Background: an optimization exercise with open tools, aiming at small area. Do not read the settings as production practice.
In this exercise RTL edits were held to simulation tests only and were not proved equivalent to the original.
Power and IR drop assume default switching activity.

### flow/design.v
module distance_meter
(
    input  wire       sys_clk,
    input  wire       sys_rst_n,
    input  wire       echo,
    output reg        trig,
    output wire [3:0] nixie_cs,
    output wire [7:0] nixie_seg,
    output reg        led_out,
    output reg        beep_out
);
function [15:0] inc(input [15:0] x);
    integer i;
    reg     cy;
    begin
        cy = 1'b1;
        for (i = 0; i < 16; i = i + 1) begin
            inc[i] = x[i] ^ cy;
            cy     = cy & x[i];
        end
    end
endfunction
reg e1, e2, ff1, ff2;
wire rise = e1 & ~e2;
wire fall = e2 & ~e1;
always @(posedge sys_clk or negedge sys_rst_n)
    if (!sys_rst_n) begin
        e1 <= 1'b0; e2 <= 1'b0; ff1 <= 1'b0; ff2 <= 1'b0;
    end else begin
        e1 <= echo; e2 <= e1; ff1 <= fall; ff2 <= ff1;
    end
reg  [3:0]  ph;
reg         act;              
reg         clr;              
wire ph0  = ~|ph[2:0];                    
wire ph12 = ph[3] & ~ph[2] & ~ph[0];      
localparam [8:0] J0 = 9'd46, J1 = 9'd93;
reg [12:0] dr;                
reg [8:0]  j;
reg [4:0]  s;
reg        pend, dcy;         
reg        dz;                
reg        eqa, is7130;       
wire s_lo = ~|s[4:1];                                    
wire jt   = s_lo ? ((j & 9'b010110111) == 9'b010010101)    
                 : ((j & 9'b101011011) == 9'b001001010);   
wire wrap = is7130 & ((j & 9'b100001011) == 9'b100001011);
wire hi   = e1 & e2;
always @(posedge sys_clk)
    if (rise) begin
        j <= J1; s <= 5'd0;
    end else if (hi) begin
        if (wrap) begin
            j <= J0; s <= 5'd0;
        end else if (jt) begin
            j <= J0;
            s <= s_lo ? s + 5'd15 : s - 5'd2;
        end else
            j <= {j[7:0], ~(j[8] ^ j[4])};
    end
wire cin  = ph0 ? pend : dcy;
wire dbit = (dr[0] & ~dz) ^ cin;         
wire k7130 = ~((ph == 4'd0) | (ph == 4'd3) | (ph == 4'd13) | (ph == 4'd2));
wire eqn  = (ph0 | eqa) & (dbit | ~k7130);
always @(posedge sys_clk) begin
    dr   <= {dbit & clr & ~act, dr[12:1]};
    dcy  <= cin & dr[0] & ~dz;
    pend <= (hi & jt & ~wrap) | (pend & ~ph0);
    dz   <= (hi & wrap) | (dz & ~(ph0 & pend));
    eqa  <= eqn;
    if (ph12) is7130 <= eqn;
end
reg [4:0] c;                  
reg       nw, conv;
always @(posedge sys_clk or negedge sys_rst_n)
    if (!sys_rst_n) c <= 5'd0;
    else            c <= (c == 5'd29) ? 5'd0 : inc(c);
reg  [12:0] r0, r1, r2, r3, r4, r5, r6;
reg  [9:0]  acc;              
reg  [2:0]  cy;               
wire [12:0] nxt = {cy, acc};  
function [1:0] fa(input a, input b, input ci);   
    fa = {(a & b) | (a & ci) | (b & ci), a ^ b ^ ci};
endfunction
wire [2:0] cyi = (act && !ph0) ? cy : 3'd0;
wire [1:0] f1 = fa(r0[0], r1[0], r2[0]);
wire [1:0] f2 = fa(r3[0], r4[0], r5[0]);
wire [1:0] f3 = fa(r6[0], dbit, cyi[0]);
wire [1:0] f4 = fa(f1[0], f2[0], f3[0]);
wire [1:0] f5 = fa(f1[1], f2[1], f3[1]);
wire [1:0] f6 = fa(f5[0], f4[1], cyi[1]);
wire [1:0] f7 = fa(f5[1], f6[1], cyi[2]);
wire [3:0] tot = {f7[1], f7[0], f6[0], f4[0]};
wire start = conv & ph12 & (c >= 5'd2) & (c <= 5'd14);
always @(posedge sys_clk or negedge sys_rst_n)
    if (!sys_rst_n) begin
        ph <= 4'd0; act <= 1'b0;
    end else begin
        ph  <= {ph[2], ph[1] & ~ph12, ph[0], ~(ph[3] ^ ph[2])};
        if (ph12) act <= start;
    end
always @(posedge sys_clk or negedge sys_rst_n)
    if (!sys_rst_n)       clr <= 1'b0;
    else if (c == 5'd29)  clr <= 1'b1;
always @(posedge sys_clk)
    if (act) begin
        r0 <= {dbit,  r0[12:1]};
        r1 <= {r0[0], r1[12:1]};
        r2 <= {r1[0], r2[12:1]};
        r3 <= {r2[0], r3[12:1]};
        r4 <= {r3[0], r4[12:1]};
        r5 <= {r4[0], r5[12:1]};
        r6 <= {r5[0], r6[12:1]};
    end else begin
        r0 <= {r0[0] & clr, r0[12:1]};
        r1 <= {r1[0] & clr, r1[12:1]};
        r2 <= {r2[0] & clr, r2[12:1]};
        r3 <= {r3[0] & clr, r3[12:1]};
        r4 <= {r4[0] & clr, r4[12:1]};
        r5 <= {r5[0] & clr, r5[12:1]};
        r6 <= {r6[0] & clr, r6[12:1]};
    end
always @(posedge sys_clk or negedge sys_rst_n)
    if (!sys_rst_n) begin
        acc <= 10'd0; cy <= 3'd0;
    end else if (act) begin
        acc <= {tot[0], acc[9:1]};
        cy  <= tot[3:1];
    end
reg gt200, gt50;
always @(posedge sys_clk or negedge sys_rst_n)
    if (!sys_rst_n) begin
        gt200 <= 1'b0; gt50 <= 1'b0;
    end else if (ff2) begin
        gt200 <= nxt > 13'd200;
        gt50  <= nxt > 13'd50;
    end
reg  [14:0] w;                
reg  [14:0] bcd;
function [3:0] add3(input [3:0] x);
    add3 = {x[3] | (x[2] & x[0]) | (x[2] & x[1]),
            (x[2] & ~x[1] & ~x[0]) | (x[3] & x[0]),
            (x[1] & ~x[2]) | (x[1] & x[0]) | (x[3] & ~x[0]),
            (~x[3] & ~x[2] & x[0]) | (x[2] & x[1] & ~x[0]) | (x[3] & ~x[0])};
endfunction
wire [14:0] wa = {w[14:12], add3(w[11:8]), add3(w[7:4]), add3(w[3:0])};
wire [3:0]  bi = ~c[3:0];     
wire        nb = nxt[bi];
always @(posedge sys_clk or negedge sys_rst_n)
    if (!sys_rst_n) begin
        nw <= 1'b0; conv <= 1'b0;
    end else begin
        if (ff2) nw <= 1'b1;
        else if (c == 5'd1) nw <= 1'b0;
        if (c == 5'd1) conv <= nw;
        else if (c == 5'd29) conv <= 1'b0;
    end
always @(posedge sys_clk)
    if (!conv) begin
        if (c == 5'd2)
            w <= 15'd0;
        else if (c >= 5'd3 && c <= 5'd15)
            w <= {wa[13:0], nb};
    end
always @(posedge sys_clk)
    if (c == 5'd29 && (conv || !clr)) bcd <= w;
reg [14:0] tb;
reg        tt;
reg [6:0]  tc;
wire bt  = (tb & 15'b110111111101111) == 15'b100010010100000;   
wire b0  = (tb & 15'b111101111111111) == 15'b000100101100000;   
wire b500 = (tb & 15'b000000110001111) == 15'b000000110001011;  
wire ct  = (tc & 7'b0111011) == 7'b0110010;    
wire c0  = (tc & 7'b0111110) == 7'b0100100;    
wire tick = bt & tt;                     
always @(posedge sys_clk or negedge sys_rst_n)
    if (!sys_rst_n) begin
        tb <= 15'b000100101100000; tt <= 1'b0; tc <= 7'b1100101; trig <= 1'b0;
    end else begin
        tb <= {tb[13:5], tb[4] | bt, tb[3:0], ~(tb[14] ^ tb[13])};
        if (bt) tt <= ~tt;
        if (tick) tc <= {tc[5:3], tc[2] & ~ct, tc[1:0], ~(tc[6] ^ tc[5])};
        trig <= (b0 & ~tt & c0) | (trig & ~b500);
    end
always @(posedge sys_clk or negedge sys_rst_n)
    if (!sys_rst_n) begin
        led_out <= 1'b0; beep_out <= 1'b0;
    end else if (!gt200) begin
        led_out <= 1'b1;
        if (!gt50) beep_out <= tt;
    end else begin
        led_out <= 1'b0; beep_out <= 1'b0;
    end
reg [3:0] cs;                 
always @(posedge sys_clk or negedge sys_rst_n)
    if (!sys_rst_n)  cs <= 4'b0000;
    else if (tick)   cs <= {cs[2:0], cs[3] | ~|cs};
assign nixie_cs = cs;
wire on = |cs;
wire [3:0] D = ({4{cs[0]}} & bcd[3:0]) | ({4{cs[1]}} & bcd[7:4])
             | ({4{cs[2]}} & bcd[11:8]) | ({4{cs[3]}} & {1'b0, bcd[14:12]});
assign nixie_seg[0] = D[3] | D[1] | ~(D[2] ^ D[0]);
assign nixie_seg[1] = ~D[2] | ~(D[1] ^ D[0]);
assign nixie_seg[2] = D[2] | ~D[1] | D[0];
assign nixie_seg[3] = D[3] | (~D[2] & ~D[0]) | (D[1] & ~D[0]) | (~D[2] & D[1])
                    | (D[2] & ~D[1] & D[0]);
assign nixie_seg[4] = (~D[2] & ~D[0]) | (D[1] & ~D[0]);
assign nixie_seg[5] = D[3] | (~D[1] & ~D[0]) | (D[2] & ~D[1]) | (D[2] & ~D[0]);
assign nixie_seg[6] = D[3] | (D[2] ^ D[1]) | (D[1] & ~D[0]);
assign nixie_seg[7] = 1'b0;
endmodule
### flow/standard.sh
#!/bin/bash
# synth_recipe.tcl (not shown) runs the flow's synth.tcl, then flattens the netlist and writes it again
# the make line also repeats each setting of config.mk as NAME=value (left out here)
make -C /OpenROAD-flow-scripts/flow DESIGN_CONFIG=/design/flow/config.mk WORK_HOME=/design/flow/orfs CLKGATE_MAP_FILE= SYNTH_SCRIPT=/design/flow/synth_recipe.tcl "${@:-finish}"
### flow/flow/run.sh
#!/bin/bash
# The standard layout (standard.sh), with three changes:
# - the half-adder cell is kept out (added to the platform's don't-use list),
#   so synthesis maps only full adders to cells and ABC maps the rest as
#   plain gates; the registers are the same as the standard synthesis's;
# - the clock tree uses clkbuf_8 and larger sink clusters, with no dummy loads;
# - the ports are buffered with the smallest buffer.
set -euo pipefail
export CTS_ARGS="-sink_clustering_enable -repair_clock_nets -dont_use_dummy_load -buf_list sky130_fd_sc_hd__clkbuf_8 -sink_clustering_size 20 -sink_clustering_max_diameter 80"
export BUFFER_PORTS_ARGS="-buffer_cell sky130_fd_sc_hd__buf_1"
DONT_USE="sky130_fd_sc_hd__probe_p_8 sky130_fd_sc_hd__probec_p_8 sky130_fd_sc_hd__lpflow_bleeder_1 sky130_fd_sc_hd__lpflow_clkbufkapwr_1 sky130_fd_sc_hd__lpflow_clkbufkapwr_16 sky130_fd_sc_hd__lpflow_clkbufkapwr_2 sky130_fd_sc_hd__lpflow_clkbufkapwr_4 sky130_fd_sc_hd__lpflow_clkbufkapwr_8 sky130_fd_sc_hd__lpflow_clkinvkapwr_1 sky130_fd_sc_hd__lpflow_clkinvkapwr_16 sky130_fd_sc_hd__lpflow_clkinvkapwr_2 sky130_fd_sc_hd__lpflow_clkinvkapwr_4 sky130_fd_sc_hd__lpflow_clkinvkapwr_8 sky130_fd_sc_hd__lpflow_decapkapwr_12 sky130_fd_sc_hd__lpflow_decapkapwr_3 sky130_fd_sc_hd__lpflow_decapkapwr_4 sky130_fd_sc_hd__lpflow_decapkapwr_6 sky130_fd_sc_hd__lpflow_decapkapwr_8 sky130_fd_sc_hd__lpflow_inputiso0n_1 sky130_fd_sc_hd__lpflow_inputiso0p_1 sky130_fd_sc_hd__lpflow_inputiso1n_1 sky130_fd_sc_hd__lpflow_inputiso1p_1 sky130_fd_sc_hd__lpflow_inputisolatch_1 sky130_fd_sc_hd__lpflow_isobufsrc_1 sky130_fd_sc_hd__lpflow_isobufsrc_16 sky130_fd_sc_hd__lpflow_isobufsrc_2 sky130_fd_sc_hd__lpflow_isobufsrc_4 sky130_fd_sc_hd__lpflow_isobufsrc_8 sky130_fd_sc_hd__lpflow_isobufsrckapwr_16 sky130_fd_sc_hd__lpflow_lsbuf_lh_hl_isowell_tap_1 sky130_fd_sc_hd__lpflow_lsbuf_lh_hl_isowell_tap_2 sky130_fd_sc_hd__lpflow_lsbuf_lh_hl_isowell_tap_4 sky130_fd_sc_hd__lpflow_lsbuf_lh_isowell_4 sky130_fd_sc_hd__lpflow_lsbuf_lh_isowell_tap_1 sky130_fd_sc_hd__lpflow_lsbuf_lh_isowell_tap_2 sky130_fd_sc_hd__lpflow_lsbuf_lh_isowell_tap_4  sky130_fd_sc_hd__ha_1"
bash standard.sh "DONT_USE_CELLS=$DONT_USE" finish > standard.log 2>&1
### flow/constraint.sdc
create_clock -name core_clock -period 20.0 [get_ports {sys_clk}]
set_input_delay 4.0000 -clock core_clock [delete_from_list [all_inputs] [get_ports {sys_clk}]]
set_output_delay 4.0000 -clock core_clock [all_outputs]
set_load 0.01 [all_outputs]
### flow/config.mk
export PLATFORM = sky130hd
export DESIGN_NAME = distance_meter
export DESIGN_NICKNAME = distance_meter
export VERILOG_FILES = /design/flow/design.v
export SDC_FILE = /design/flow/constraint.sdc
export NUM_CORES = 4
export LEC_CHECK = 0
export CAP_MARGIN = 20
export CORE_MARGIN = 2
export CORE_UTILIZATION = 60
export SLEW_MARGIN = 20
==> reports/qor.txt, run 1 <==
die area - 12500 µm²
Max Clk Rate - 166 MHz
CP startpoint kind - flop
Post-Synthesis Cells - 512
number of H-tree levels - 1
most frequent cells in the layout - dfxtp_1, dfrtp_1, edfxtp_1, nand2_1, o21ai_0
non-filler cells in the finished layout - 674
fraction of layout cells with a size suffix above 1 - 0.111
Net Sw Power - 0.000128 W
sink of the worst hold path - r4[4]
via count of the first global-routing pass - 3660
switching share of power - 0.200
Clock Power Share - 0.279
HPWL Detailed - 6600 µm
root buf cell - clkbuf_8
DRC viols - 0
status - finished clean
TritonCTS clock tree - yes
Placer Congestion - 0.891
worst-margin pin slew - 0.951 ns
CTS max path bufs - 3
number of synthesized flops with an enable pin - 31
crit path max fanout - 8
hold path start - r4[5]
# rows - 39
CTS sink cnt - 215
Buffers on Ports - 16
die span in y - 112 µm
global route total overflow - 0
Syn Std Cell Area - 6950 µm²
hold path depth - 0
register area share after synthesis - 0.710
antenna violations before repair - 0
Synth area leader - dfxtp_1
DR WL/cell - 15.0 µm
CP arrival - 2.01 ns
minimum clock period - 6.01 ns
Core Footprint - 11400 µm²
overall global routing resource usage - 0.169
routed vias - 3735
WP data required - 16.00 ns
worst min-delay path category - flop to flop
Internal Power - 0.000514 W
Max VDD drop - 0.0000820 V
Sequential Power Share - 0.699
period utilization - 0.300
hold_buf cts - 0
final setup TNS - 0 ns
Slew Limit Headroom - 0.366
I/O pins - 18
hold_ws - 0.329 ns
Inserted Clock Buffers - 14
Pleak - 2.94 nW
yosys warns - 1
top cell type's share of synthesized area - 0.351
Final Hold Vio Count - 0
reg2reg setup slack - 16.15 ns
Ant. Diodes - 0
post-CTS setup buffer count - 0
# setup viols final - 0
first-pass GRT wire length - 17400 µm
Initial Utilization - 0.612
unrepaired setup endpoints after global routing - false
Worst Clk Skew - 0.0278 ns
Reg-to-Reg Start - ph[2]
CP Class - flop to primary output
Die W - 112 µm
FF-to-FF path depth - 10
syn nets - 522
dpl cells - 660
PwrDens - 87.4 nW/µm²
DR pass1 iterations - 6
Skew-Pair Late Insertion Delay - 0.47 ns
final WL - 10100 µm
largest net degree at the start of global routing - 63
fin util - 0.647
dominant synthesized flop cell - dfxtp_1
Nets - 543
max-slew violation count - 0
Async S/R FF share, synth - 0.288
Worst-path clk slew - 0.11 ns
Syn Area/Cell - 13.6 µm²
main area contributors after synthesis - dfxtp_1, dfrtp_1, edfxtp_1
Synth Register Bits - 215
Post-CTS Resized - 0
Iteration-0 DRC Markers - 259
Max Cap Viol - 0
Setup crit end kind - primary output
Yosys cell types - 67
Syn-to-layout area delta - 5.72%
Vias/cell - 5.54
combinational fraction of design power - 0.022
FF-to-FF End - cy[1]
most common cell after layout, fill and taps aside - dfxtp_1
DRT antenna net count - 0
## logic make-up after synthesis
family                   share of synthesized area
flip-flops                                   0.710
multiplexers                                0.0471
other                                     0.000539
XOR/XNOR                                    0.0113
adder cells (fa/ha/maj)                     0.0202
AO/OA/AOI/OAI                               0.0891
AND/OR/NAND/NOR                             0.0981
buffers and inverters                       0.0239
## worst max-delay path by stage
| stage | from | end | slack [ns] | cells past startpoint |
|---|---|---|---|---|
| after detailed placement | cs[0] | nixie_seg[3] | 14.52 | 6 |
| after floorplan | cs[0] | nixie_seg[3] | 14.74 | 5 |
| after global placement | cs[0] | nixie_seg[3] | 14.58 | 6 |
| after global routing | cs[0] | nixie_seg[3] | 13.80 | 6 |
| final | cs[0] | nixie_seg[3] | 13.99 | 6 |
| after CTS | cs[0] | nixie_seg[3] | 13.97 | 6 |
## power by group through the flow
stage / Sequential [W] / Clock, W / Combinational [W]
floorplan: 0.000457 / 0 / 0.00000976
global placement: 0.000458 / 0 / 0.0000140
detailed placement: 0.000458 / 0 / 0.0000142
CTS: 0.000449 / 0.000188 / 0.0000143
global route: 0.000450 / 0.000202 / 0.0000163
finish: 0.000449 / 0.000179 / 0.0000140
## per-stage QoR
step | power, W | worst slack [ns] | instance area, µm²
finish | 0.000642 | 13.99 | 7350
global placement | 0.000472 | 14.58 | 7140
detailed placement | 0.000473 | 14.52 | 7160
CTS | 0.000652 | 13.97 | 7350
floorplan | 0.000467 | 14.74 | 6950
global route | 0.000668 | 13.80 | 7350
## sequential cells by signal, summed over array words and instances (netlist names), 13 cells and up
name	count
bcd	15
r3	13
r2	13
dr	13
r6	13
w	15
r0	13
r5	13
r4	13
tb	15
r1	13
## cell usage after synthesis (4+ instances only)
library cell and count:
a22oi_1 6, nand2_1 27, inv_1 24, dfxtp_1 122
nor2_1 25, xnor2_1 5, nor3_1 10, nor2b_1 9
edfxtp_1 31, and3_1 7, or3_1 5, a22o_1 10
mux2_4 4, clkbuf_1 9, xor2_1 4, a31oi_1 5
mux4_2 4, mux2_2 14, a21oi_1 18, dfrtp_1 54
fa_1 7, o21ai_0 26, nor4_1 4, dfstp_2 8
nand3_1 12
## critical path, stage by stage, from the launching register on
cell and delay [ns]:
dfrtp_1 0.47, a22oi_1 0.25, nand2_1 0.22, xnor2_1 0.26, mux2i_1 0.11, nand2_1 0.08, buf_1 0.15
## layout make-up
type                       count  area, µm²
timing repair buffer          18       76.3
tap                          143        179
clock buffer                  14        193
fill                         878       4020
inverter                      24       90.1
sequential                   215       4930
multi-input combinational    260       1880
## layer usage
| metal | track usage | part of all wire | vias up |
|---|---|---|---|
| met5 | 0 | 0 | - |
| met4 | 0.0535 | 0.016 | 0 |
| met1 | 0.237 | 0.48 | 1832 |
| met2 | 0.275 | 0.48 | 50 |
| li1 | - | - | 1835 |
| met3 | 0.0278 | 0.029 | 18 |
==> inputs of run 2 (changes only) <==
--- a/flow/config.mk
+++ b/flow/config.mk
@@ -8,4 +8,4 @@
 export CAP_MARGIN = 20
 export CORE_MARGIN = 2
-export CORE_UTILIZATION = 60
+export CORE_UTILIZATION = 35
 export SLEW_MARGIN = 20
==> run 2 against run 1 <==
  * Non-clock buffer count increased by 1
  * First-iteration DRC count decreased by 23%
  * Synthesized cell count unchanged
  * Sequential share of layout area decreased by 1.3 points
  * Combinational power about the same
  * Clock power about the same
  * Via count decreased by 0.32%
  * Flip-flop and latch count unchanged
  * Core utilization decreased by 26 points
  * Register-to-register slack improved by 0.04 ns
  * Largest power group unchanged
==> reports/qor.txt, run 2 <==
Skew-Pair Late Insertion Delay - 0.48 ns
Setup crit end - nixie_seg[3]
via count of the first global-routing pass - 3621
status - finished clean
Core Footprint - 19500 µm²
unrepaired setup endpoints after global routing - false
Max Clk Rate - 167 MHz
routed vias - 3723
most common cell in the synthesized netlist - dfxtp_1
Post-Synthesis Cells - 512
Iteration-0 DRC Markers - 199
Initial Utilization - 0.357
Final Hold Vio Count - 0
reg2reg setup slack - 16.19 ns
syn nets - 522
Worst-path clk slew - 0.12 ns
die span in y - 145 µm
most frequent cells in the layout - dfxtp_1, dfrtp_1, edfxtp_1, nand2_1, o21ai_0
number of H-tree levels - 1
CTS sink cnt - 215
period utilization - 0.299
DRC viols - 0
overall global routing resource usage - 0.101
most common cell after layout, fill and taps aside - dfxtp_1
DRT antenna net count - 0
final setup TNS - 0 ns
root buf cell - clkbuf_8
FF-to-FF End - cy[1]
DR WL/cell - 13.1 µm
minimum clock period - 5.98 ns
mux contribution to synthesized area - 0.0471
antenna violations before repair - 0
Worst Clk Skew - 0.0265 ns
combinational family with the most area after synthesis - simple AND/OR/NAND/NOR gates
Syn Std Cell Area - 6950 µm²
die area - 21000 µm²
main area contributors after synthesis - dfxtp_1, dfrtp_1, edfxtp_1
register area share after synthesis - 0.710
final WL - 10400 µm
worst-margin pin slew - 0.941 ns
Max VDD drop - 0.0000456 V
global route total overflow - 0
Vias/cell - 4.67
Multi-input gate area - 1870 µm²
largest net degree at the start of global routing - 63
fraction of layout cells with a size suffix above 1 - 0.113
Async S/R FF share, synth - 0.288
Inserted Clock Buffers - 14
Fillers - 1818
xor and xnor area share after synthesis - 0.0113
max-slew violation count - 0
FF-to-FF path depth - 10
# rows - 51
Max Cap Viol - 0
hold_buf cts - 0
total power draw - 0.000646 W
number of synthesized flops with an enable pin - 31
post-CTS setup buffer count - 0
Yosys cell types - 67
I/O pins - 18
Syn Area/Cell - 13.6 µm²
first-pass GRT wire length - 18000 µm
dominant synthesized flop cell - dfxtp_1
worst min-delay path category - flop to flop
Reg-to-Reg Start - ph[2]
Worst Setup SP - cs[0]
Buffers on Ports - 16
synthesized-area fraction occupied by adder cells - 0.0202
Synth Register Bits - 215
Placer Congestion - 0.802
Slew Limit Headroom - 0.373
Nets - 544
HPWL Detailed - 6770 µm
Synth area leader - dfxtp_1
Die W - 145 µm
yosys warns - 1
CP arrival - 1.98 ns
Post-CTS Resized - 0
top flop regs - bcd (15), tb (15), w (15)
# setup viols final - 0
DR pass1 iterations - 4
Syn-to-layout area delta - 7.86%
PwrDens - 86.1 nW/µm²
Synth Area in Simple Gates - 0.0981
Setup crit end kind - primary output
crit path max fanout - 8
top cell type's share of synthesized area - 0.351
CTS max path bufs - 3
top post-synthesis cells by count - dfxtp_1, dfrtp_1, edfxtp_1
Ant. Diodes - 0
WP data required - 16.00 ns
TritonCTS clock tree - yes
CP startpoint kind - flop
FF+latch area - 4930 µm²
CP Class - flop to primary output
post-synthesis compound-gate area fraction - 0.0891
Pleak - 2.94 nW
[run 2: power breakdown]
part | internal [W] | leakage (nW) | switching [W] | total [W]
logic | 0.00000608 | 0.850 | 0.00000814 | 0.0000142
registers | 0.000444 | 1.99 | 0.00000513 | 0.000449
clock network | 0.0000639 | 0.101 | 0.000118 | 0.000182
total | 0.000514 | 2.94 | 0.000131 | 0.000646
[run 2: critical path: stages, from the launching register on]
cell and delay [ns]:
dfrtp_1 0.49, a22oi_1 0.23, and2_0 0.29, xnor2_1 0.18
mux2i_1 0.11, nand2_1 0.07, buf_1 0.16
[run 2: cell type report]
class | count | share of cell area
Sequential cell | 215 | 0.658
Tap cell | 265 | 0.0442
Timing Repair Buffer | 19 | 0.0108
Clock buffer | 14 | 0.0257
Inverter | 24 | 0.0120
Multi-Input combinational cell | 260 | 0.249
[run 2: cell families after synthesis]
kind of cell,after synthesis
xor gates and xnor gates,9
DFF,215
AOI/OAI and AO/OA,93
other,1
muxes,24
and+or+nand+nor,126
buffers and inverters,37
adders and majority gates,7
[run 2: worst min path at each step]
stage | start | endpoint | slack (ns) | cells past startpoint
after floorplan | dr[1] | dr[0] | 0.31 | 0
after global placement | r6[1] | r6[0] | 0.31 | 0
after detailed placement | r1[9] | r1[8] | 0.31 | 0
after CTS | dr[1] | dr[0] | 0.32 | 0
after global routing | dr[11] | dr[10] | 0.32 | 0
final | dr[1] | dr[0] | 0.31 | 0
[run 2: metrics by stage]
stage	area, µm²	instances	hold slack [ns]	util	worst slack [ns]
3_5_place_dp	7300	783	0.312	0.375	14.55
5_1_grt	7500	797	0.315	0.385	13.84
3_3_place_gp	7300	782	0.311	0.375	14.60
2_1_floorplan	6950	512	0.310	-	14.74
4_1_cts	7490	797	0.316	0.385	14.01
6_report	7500	797	0.309	0.385	14.02
[run 2: layer usage]
metal / up-vias / track usage / wire length [µm]
met2: 53 / 0.151 / 4580
met4: 0 / 0.0342 / 235
met3: 19 / 0.0182 / 314
met5: - / 0 / 0
met1: 1818 / 0.147 / 5290
li1: 1833 / - / -
==> inputs of run 3 (changes only) <==
--- a/flow/config.mk
+++ b/flow/config.mk
@@ -8,4 +8,4 @@
 export CAP_MARGIN = 20
 export CORE_MARGIN = 2
-export CORE_UTILIZATION = 35
+export CORE_UTILIZATION = 50
 export SLEW_MARGIN = 20
==> run 3 against run 2 <==
  * Still clean
  * Non-clock buffer count stayed put
  * Worst hold slack better by 0.018 ns
  * Global-route usage is 4.5 points higher
  * Clock power hardly changed
  * First-iteration DRC count is 13% higher
  * Core utilization is 15 points higher
  * Critical path depth stayed put
  * Cell count is 11% lower
  * Sequential power hardly changed
  * Area after synthesis stayed put
  * Power is 0.18% lower
  * Critical path type unchanged
  * Highest routed layer unchanged
==> reports/qor.txt, run 3 <==
HPWL Detailed - 6660 µm
Ant. Diodes - 0
syn nets - 522
minimum clock period - 6.01 ns
die span in y - 122 µm
Die W - 122 µm
Max Cap Viol - 0
# setup viols final - 0
WP data required - 16.00 ns
Final Instance Area - 7400 µm²
Yosys cell types - 67
number of H-tree levels - 1
worst-path cell chain - a22oi_1, and2_0, xnor2_1, mux2i_1, nand2_1, buf_1
top post-synthesis cells by count - dfxtp_1, dfrtp_1, edfxtp_1
fraction of layout cells with a size suffix above 1 - 0.113
Final Hold Vio Count - 0
Sequential Power Share - 0.697
crit-path max cell delay - 0.48 ns
dpl cells - 698
CP arrival - 2.01 ns
DR WL/cell - 14.4 µm
PwrDens - 87.1 nW/µm²
total placed instance area - 7200 µm²
CTS sink cnt - 215
Async S/R FF share, synth - 0.288
CP startpoint kind - flop
Internal Power - 0.000514 W
yosys warns - 1
Worst-path clk slew - 0.12 ns
most common cell after layout, fill and taps aside - dfxtp_1
Worst Clk Skew - 0.0374 ns
routed vias - 3708
largest net degree at the start of global routing - 63
global route total overflow - 0
DRT antenna net count - 0
non-filler cells in the finished layout - 712
CTS max path bufs - 3
Vias/cell - 5.21
max-slew violation count - 0
Nets - 544
combinational fraction of design power - 0.022
I/O pins - 18
unrepaired setup endpoints after global routing - false
status - finished clean
root buf cell - clkbuf_8
# rows - 43
Syn Std Cell Area - 6950 µm²
final setup TNS - 0 ns
most frequent cells in the layout - dfxtp_1, dfrtp_1, edfxtp_1, nand2_1, o21ai_0
Buffers on Ports - 16
dominant synthesized flop cell - dfxtp_1
Skew-Pair Late Insertion Delay - 0.48 ns
overall global routing resource usage - 0.146
hold_buf cts - 0
die area - 14900 µm²
DR pass1 iterations - 5
period utilization - 0.300
most common cell in the synthesized netlist - dfxtp_1
register area share after synthesis - 0.710
Slew Limit Headroom - 0.397
post-CTS setup buffer count - 0
number of synthesized flops with an enable pin - 31
CP Class - flop to primary output
Clock Power Share - 0.281
worst min-delay path category - flop to flop
switching share of power - 0.202
Inserted Clock Buffers - 14
Synth Register Bits - 215
Syn-to-layout area delta - 6.37%
Setup crit end kind - primary output
crit path max fanout - 8
Syn Area/Cell - 13.6 µm²
Post-Synthesis Cells - 512
Slowest-stage cell, CP - dfrtp_1
via count of the first global-routing pass - 3754
main area contributors after synthesis - dfxtp_1, dfrtp_1, edfxtp_1
Pleak - 2.94 nW
final WL - 10300 µm
first-pass GRT wire length - 17800 µm
Initial Utilization - 0.507
worst-margin pin slew - 0.905 ns
Max Clk Rate - 166 MHz
Synth area leader - dfxtp_1
TritonCTS clock tree - yes
Placer Congestion - 0.846
Iteration-0 DRC Markers - 224
Core Footprint - 13700 µm²
Net Sw Power - 0.000130 W
DRC viols - 0
antenna violations before repair - 0
top flop regs - bcd (15), tb (15), w (15)
top cell type's share of synthesized area - 0.351
Post-CTS Resized - 0
Max VDD drop - 0.0000650 V
==> run 3: cell type report <==
type,instances,area [µm²]
Sequential cell,215,4930
Clock buffer,14,193
Multi-Input combinational cell,260,1870
Timing Repair Buffer,19,83.8
Tap cell,180,225
Inverter,24,90.1
Fill cell,1182,6320
==> run 3: power groups by stage <==
stage          Combinational [W]  Clock [W]  Sequential, W
6_report               0.0000140   0.000181       0.000449
5_1_grt                0.0000161   0.000204       0.000450
4_1_cts                0.0000143   0.000189       0.000449
3_5_place_dp           0.0000142          0       0.000459
3_3_place_gp           0.0000140          0       0.000458
2_1_floorplan         0.00000976          0       0.000457
==> run 3: stage by stage <==
stage | util | hold WS [ns] | power [W] | setup WS, ns
floorplan | - | 0.310 | 0.000467 | 14.74
global placement | 0.525 | 0.311 | 0.000472 | 14.59
detailed placement | 0.525 | 0.312 | 0.000473 | 14.50
CTS | 0.539 | 0.333 | 0.000653 | 13.97
global route | 0.539 | 0.332 | 0.000670 | 13.81
finish | 0.539 | 0.328 | 0.000644 | 13.99
==> run 3: kinds of logic (layout without fill, tap and decap cells) <==
| logic type | Yosys count | after routing | share of synthesized area |
|---|---|---|---|
| flops | 215 | 215 | 0.710 |
| simple gates | 126 | 126 | 0.0981 |
| compound gates | 93 | 93 | 0.0891 |
| buf+inv | 37 | 57 | 0.0239 |
| mux | 24 | 24 | 0.0471 |
| xor+xnor | 9 | 9 | 0.0113 |
| fa+ha+maj | 7 | 7 | 0.0202 |
| other cells | 1 | 1 | 0.000539 |
==> run 3: worst max-delay path: cells and delay by family, from the launching register on <==
| kind | cells | cell delay, ns |
|---|---|---|
| AO/OA/AOI/OAI | 1 | 0.24 |
| XOR/XNOR | 1 | 0.19 |
| buffers and inverters | 1 | 0.15 |
| flip-flops | 1 | 0.48 |
| multiplexers | 1 | 0.12 |
| AND/OR/NAND/NOR | 2 | 0.37 |
==> run 3: metal layers <==
metal  part of all wire  track usage  vias up
met5                  0            0        -
met4              0.016       0.0381        0
met3              0.025       0.0239       11
met2               0.47        0.242       43
met1               0.49        0.202     1821
li1                   -            -     1833
==> run 3: path summary, 6_finish.rpt <==
check                      slack, ns      endpoint  cells after the start      start
setup / recovery               13.99  nixie_seg[3]                      6      cs[2]
hold / removal                  0.33        dr[10]                      0     dr[11]
setup reg to reg               16.21         cy[1]                     10      ph[2]
hold reg to reg                 0.33        dr[10]                      0     dr[11]
max in group asynchronous      15.78          c[0]                      2  sys_rst_n
min in group asynchronous       3.69        acc[5]                      2  sys_rst_n
==> inputs of run 4 (changes only) <==
--- a/flow/design.v
+++ b/flow/design.v
@@ -197,5 +197,5 @@
     else if (tick)   cs <= {cs[2:0], cs[3] | ~|cs};
 assign nixie_cs = cs;
-wire on = |cs;
+wire on = |cs;                
 wire [3:0] D = ({4{cs[0]}} & bcd[3:0]) | ({4{cs[1]}} & bcd[7:4])
              | ({4{cs[2]}} & bcd[11:8]) | ({4{cs[3]}} & {1'b0, bcd[14:12]});
==> run 4 against run 3 <==
  * Count of clock-buffer cells in the layout is the same
  * Worst hold slack stayed put
  * Critical endpoint unchanged
  * Critical path type unchanged
  * Clock skew unchanged
==> reports/qor.txt, run 4 <==
Max VDD drop - 0.0000650 V
global route total overflow - 0
WP data required - 16.00 ns
Core Footprint - 13700 µm²
Die W - 122 µm
root buf cell - clkbuf_8
DRT antenna net count - 0
overall global routing resource usage - 0.146
unrepaired setup endpoints after global routing - false
die area - 14900 µm²
period utilization - 0.300
register area share after synthesis - 0.710
fin util - 0.539
most common cell after layout, fill and taps aside - dfxtp_1
Inserted Clock Buffers - 14
most common cell in the synthesized netlist - dfxtp_1
max-slew violation count - 0
CTS max path bufs - 3
routed vias - 3708
Skew-Pair Late Insertion Delay - 0.48 ns
Pleak - 2.94 nW
Worst-path clk slew - 0.12 ns
worst min-delay path category - flop to flop
I/O pins - 18
Synth area leader - dfxtp_1
largest net degree at the start of global routing - 63
Placer Congestion - 0.846
Nets - 544
crit path max fanout - 8
CP arrival - 2.01 ns
TritonCTS clock tree - yes
Synth Register Bits - 215
Worst Clk Skew - 0.0374 ns
Syn-to-layout area delta - 6.37%
DR WL/cell - 14.4 µm
Initial Utilization - 0.507
main area contributors after synthesis - dfxtp_1, dfrtp_1, edfxtp_1
worst-margin pin slew - 0.905 ns
top cell type's share of synthesized area - 0.351
Post-Synthesis Cells - 512
first-pass GRT wire length - 17800 µm
Async S/R FF share, synth - 0.288
hold_buf cts - 0
fraction of layout cells with a size suffix above 1 - 0.113
most frequent cells in the layout - dfxtp_1, dfrtp_1, edfxtp_1, nand2_1, o21ai_0
Internal Power - 0.000514 W
CP startpoint kind - flop
Vias/cell - 5.21
Net Sw Power - 0.000130 W
number of synthesized flops with an enable pin - 31
Setup crit end kind - primary output
Fillers - 1182
combinational fraction of design power - 0.022
die span in y - 122 µm
Slew Limit Headroom - 0.397
number of H-tree levels - 1
switching share of power - 0.202
yosys warns - 1
status - finished clean
via count of the first global-routing pass - 3754
syn nets - 522
Final Hold Vio Count - 0
# rows - 43
Ant. Diodes - 0
PwrDens - 87.1 nW/µm²
Sequential Power Share - 0.697
final WL - 10300 µm
Buffers on Ports - 16
top post-synthesis cells by count - dfxtp_1, dfrtp_1, edfxtp_1
top flop regs - bcd (15), tb (15), w (15)
CTS sink cnt - 215
FF+latch area - 4930 µm²
Post-CTS Resized - 0
dominant synthesized flop cell - dfxtp_1
HPWL Detailed - 6660 µm
post-CTS setup buffer count - 0
Syn Std Cell Area - 6950 µm²
# setup viols final - 0
Yosys cell types - 67
Max Cap Viol - 0
Multi-input gate area - 1870 µm²
DRC viols - 0
final setup TNS - 0 ns
Clock Power Share - 0.281
minimum clock period - 6.01 ns
antenna violations before repair - 0
DR pass1 iterations - 5
total power draw - 0.000644 W
Syn Area/Cell - 13.6 µm²
Iteration-0 DRC Markers - 224
Max Clk Rate - 166 MHz
CP Class - flop to primary output
==> run 4: cell counts after synthesis <==
Identical to the previous run, type by type.
==> run 4: kinds of logic after synthesis <==
| kind of cell | share of synthesized area |
|---|---|
| fa+ha+maj | 0.0202 |
| flops | 0.710 |
| other cells | 0.000539 |
| mux | 0.0471 |
| simple gates | 0.0981 |
| xor+xnor | 0.0113 |
| buf+inv | 0.0239 |
| compound gates | 0.0891 |
==> run 4: critical path: stages, from the launching register on <==
cell	delay, ns
dfrtp_1	0.48
a22oi_1	0.24
and2_0	0.29
xnor2_1	0.19
mux2i_1	0.12
nand2_1	0.08
buf_1	0.15
==> run 4: layout make-up <==
type / count / area share
sequential: 215 / 0.667
timing repair buffer: 19 / 0.0113
multi-input combinational: 260 / 0.253
clock buffer: 14 / 0.0261
tap: 180 / 0.0305
inverter: 24 / 0.0122
==> run 4: power by group through the flow <==
stage	clock network [W]	registers (W)	logic (W)
floorplan	0	0.000457	0.00000976
global placement	0	0.000458	0.0000140
detailed placement	0	0.000459	0.0000142
CTS	0.000189	0.000449	0.0000143
global route	0.000204	0.000450	0.0000161
finish	0.000181	0.000449	0.0000140
==> run 4: worst paths after layout <==
path                           start            to  slack, ns  cells after the start
hold / removal                dr[11]        dr[10]       0.33                      0
max in group asynchronous  sys_rst_n          c[0]      15.78                      2
min in group asynchronous  sys_rst_n        acc[5]       3.69                      2
setup reg to reg               ph[2]         cy[1]      16.21                     10
hold reg to reg               dr[11]        dr[10]       0.33                      0
setup / recovery               cs[2]  nixie_seg[3]      13.99                      6
==> run 4: through the flow <==
step | setup WS (ns) | instance area (µm²) | hold WS (ns) | instances
finish | 13.99 | 7400 | 0.328 | 712
global route | 13.81 | 7400 | 0.332 | 712
CTS | 13.97 | 7400 | 0.333 | 712
detailed placement | 14.50 | 7200 | 0.312 | 698
global placement | 14.59 | 7200 | 0.311 | 698
floorplan | 14.74 | 6950 | 0.310 | 512
==> run 4: metal layers <==
layer | track usage | vias to the layer above | share of wire
met5 | 0 | - | 0
met4 | 0.0381 | 0 | 0.016
met3 | 0.0239 | 11 | 0.025
met2 | 0.242 | 43 | 0.47
met1 | 0.202 | 1821 | 0.49
li1 | - | 1833 | -
==> inputs of run 5 (changes only) <==
==> flow/flow/run.sh (replaced) <==
#!/bin/bash
# The standard layout (standard.sh, standard synthesis unchanged), with two
# changes: the clock tree uses clkbuf_8 and larger sink clusters, with no
# dummy loads; and the ports are buffered with the smallest buffer.
set -euo pipefail
export CTS_ARGS="-sink_clustering_enable -repair_clock_nets -dont_use_dummy_load -buf_list sky130_fd_sc_hd__clkbuf_8 -sink_clustering_size 20 -sink_clustering_max_diameter 80"
export BUFFER_PORTS_ARGS="-buffer_cell sky130_fd_sc_hd__buf_1"
bash standard.sh finish > standard.log 2>&1
==> run 5 against run 4 <==
  * Non-clock buffer count increased by 1
  * Sequential share of layout area is 1.4 points lower
  * Count of clock-buffer cells in the layout did not move
  * Design area rose by 2.1%
  * Worst setup slack worse by 0.64 ns
  * Area after synthesis increased by 2.1%
  * Cell count rose by 3.2%
  * Via count is 3.9% higher
  * Critical path type unchanged
  * Largest power group unchanged
  * Highest routed layer unchanged
==> reports/qor.txt, run 5 <==
DR pass1 iterations - 4
Async S/R FF share, synth - 0.288
first-pass GRT wire length - 17800 µm
Synth Register Bits - 215
most frequent cells in the layout - dfxtp_1, dfrtp_1, inv_1, edfxtp_1, nor2_1
Syn-to-layout area delta - 6.38%
worst min-delay path category - flop to flop
die area - 15200 µm²
period utilization - 0.332
DRT antenna net count - 0
max-slew violation count - 0
Worst path depth - 5
crit-path max cell delay - 0.61 ns
minimum clock period - 6.64 ns
crit path buf inv count - 1
status - finished clean
PwrDens - 90.4 nW/µm²
Inserted Clock Buffers - 14
dominant synthesized flop cell - dfxtp_1
FF-to-FF path depth - 9
# rows - 43
Post-Synthesis Cells - 533
Core Footprint - 13900 µm²
DR WL/cell - 14.0 µm
Vias/cell - 5.24
Worst Clk Skew - 0.0273 ns
Max VDD drop - 0.0000767 V
root buf cell - clkbuf_8
hold_buf cts - 0
Pleak - 3.04 nW
Setup crit end kind - primary output
Syn Std Cell Area - 7100 µm²
top post-synthesis cells by count - dfxtp_1, dfrtp_1, inv_1
DRC viols - 0
most common cell after layout, fill and taps aside - dfxtp_1
TritonCTS clock tree - yes
CP arrival - 2.64 ns
Yosys cell types - 61
top flop regs - bcd (15), tb (15), w (15)
final WL - 10300 µm
Placer Congestion - 0.806
Slew Limit Headroom - 0.378
non-filler cells in the finished layout - 735
post-CTS setup buffer count - 0
dpl cells - 721
number of H-tree levels - 1
yosys warns - 1
Die W - 123 µm
Syn Area/Cell - 13.3 µm²
crit-path leading delay family - compound AO/OA/AOI/OAI gates
I/O pins - 18
most common cell in the synthesized netlist - dfxtp_1
die span in y - 123 µm
Worst-path clk slew - 0.11 ns
Buffers on Ports - 16
CP Class - flop to primary output
antenna violations before repair - 0
Fillers - 1175
top cell type's share of synthesized area - 0.344
worst-margin pin slew - 0.934 ns
Skew-Pair Late Insertion Delay - 0.48 ns
CP startpoint kind - flop
WP data required - 16.00 ns
Synth area leader - dfxtp_1
syn nets - 560
Post-CTS Resized - 0
global route total overflow - 0
hold_ws - 0.309 ns
Nets - 584
HPWL Detailed - 6850 µm
final setup TNS - 0 ns
unrepaired setup endpoints after global routing - false
Max Clk Rate - 150 MHz
via count of the first global-routing pass - 3769
hold path depth - 0
CTS max path bufs - 3
Iteration-0 DRC Markers - 160
worst-path cell chain - a22o_1, a221oi_1, ha_1, or3_1, buf_1
Initial Utilization - 0.511
CTS sink cnt - 215
# setup viols final - 0
main area contributors after synthesis - dfxtp_1, dfrtp_1, edfxtp_1
register area share after synthesis - 0.695
number of synthesized flops with an enable pin - 31
Ant. Diodes - 0
Slowest-stage cell, CP - a221oi_1
overall global routing resource usage - 0.144
largest net degree at the start of global routing - 63
crit path max fanout - 7
routed vias - 3853
Max Cap Viol - 0
Final Hold Vio Count - 0
fraction of layout cells with a size suffix above 1 - 0.0919
==> run 5: cell type report <==
type | count | area, µm² | share of cell area
Tap cell | 180 | 225 | 0.0298
Clock buffer | 14 | 193 | 0.0255
Multi-Input combinational cell | 268 | 1960 | 0.260
Sequential cell | 215 | 4930 | 0.654
Timing Repair Buffer | 20 | 95.1 | 0.0126
Inverter | 38 | 143 | 0.0189
==> run 5: power breakdown <==
group	total, W	switching, W	internal, W
Clock	0.000181	0.000117	0.0000638
Sequential	0.000456	0.00000824	0.000448
Combinational	0.0000456	0.0000260	0.0000196
Total	0.000683	0.000151	0.000531
==> run 5: worst register-to-register path, delay by kind of cell, from the launching register on <==
family                     cells  cell delay [ns]
xor gates and xnor gates       1             0.29
muxes                          1             0.26
AOI/OAI and AO/OA              1             0.33
buffers and inverters          1             0.09
DFF                            1             0.44
adders and majority gates      4             1.71
and+or+nand+nor                1             0.47
==> run 5: stage by stage <==
| stage | setup WS (ns) | instance area, µm² | utilization | total power (W) |
|---|---|---|---|---|
| after global placement | 13.96 | 7350 | 0.529 | 0.000509 |
| after detailed placement | 13.85 | 7360 | 0.530 | 0.000510 |
| after floorplan | 14.12 | 7100 | - | 0.000499 |
| final | 13.36 | 7550 | 0.544 | 0.000683 |
| after global routing | 13.14 | 7550 | 0.544 | 0.000717 |
| after CTS | 13.31 | 7550 | 0.544 | 0.000693 |
==> run 5: cells by family (layout without fill, tap and decap cells) <==
group	Yosys count	after routing	synth area share
AO/OA/AOI/OAI	90	90	0.0851
XOR/XNOR	5	5	0.00617
adder cells (fa/ha/maj)	24	24	0.0497
buffers and inverters	50	72	0.0293
flip-flops	215	215	0.695
multiplexers	22	22	0.0409
other	1	1	0.000528
AND/OR/NAND/NOR	126	126	0.0931
==> run 5: path summary, 6_finish.rpt <==
check,from,to,slack (ns)
max in group asynchronous,sys_rst_n,act,15.81
hold reg to reg,r4[6],r4[5],0.31
hold / removal,r4[6],r4[5],0.31
min in group asynchronous,sys_rst_n,tb[2],3.69
setup reg to reg,ph[2],cy[1],16.31
setup / recovery,cs[0],nixie_seg[0],13.36
==> run 5: metal layers <==
| layer | track usage | routed length (µm) |
|---|---|---|
| met5 | 0 | 0 |
| met4 | 0.0405 | 220 |
| met3 | 0.0240 | 369 |
| met2 | 0.240 | 4790 |
| met1 | 0.197 | 4890 |

==> afterwards: timing with drivers on the ports <==
Ports are ideal in the flow. The routed layouts listed here were re-timed in OpenROAD. Step 1 assumes that a clkbuf_16 drives the clock port and a buf_2 every other input. Step 2 moves the port delays by t, midway between the first and last clock arrival at a register: inputs arrive t later, outputs are due t later. That takes back most of the time a late clock gives input paths. a / b / c = ideal ports / drivers / drivers and shift; a / b = the first two.
run | t (ns) | slack for setup (ns) | worst setup path at the end | latest minus earliest clock arrival (ns)
run 1 | 0.495 | 13.994 / 13.960 / 14.455 | register to output | 0.028 / 0.028
run 2 | 0.500 | 14.018 / 13.984 / 14.484 | register to output | 0.027 / 0.028
run 3 | 0.498 | 13.993 / 13.959 / 14.457 | register to output | 0.038 / 0.038
run 4 | 0.498 | 13.993 / 13.959 / 14.457 | register to output | 0.038 / 0.038
run 5 | 0.503 | 13.355 / 13.320 / 13.823 | register to output | 0.029 / 0.030
After both steps setup and hold are still met in every run listed.
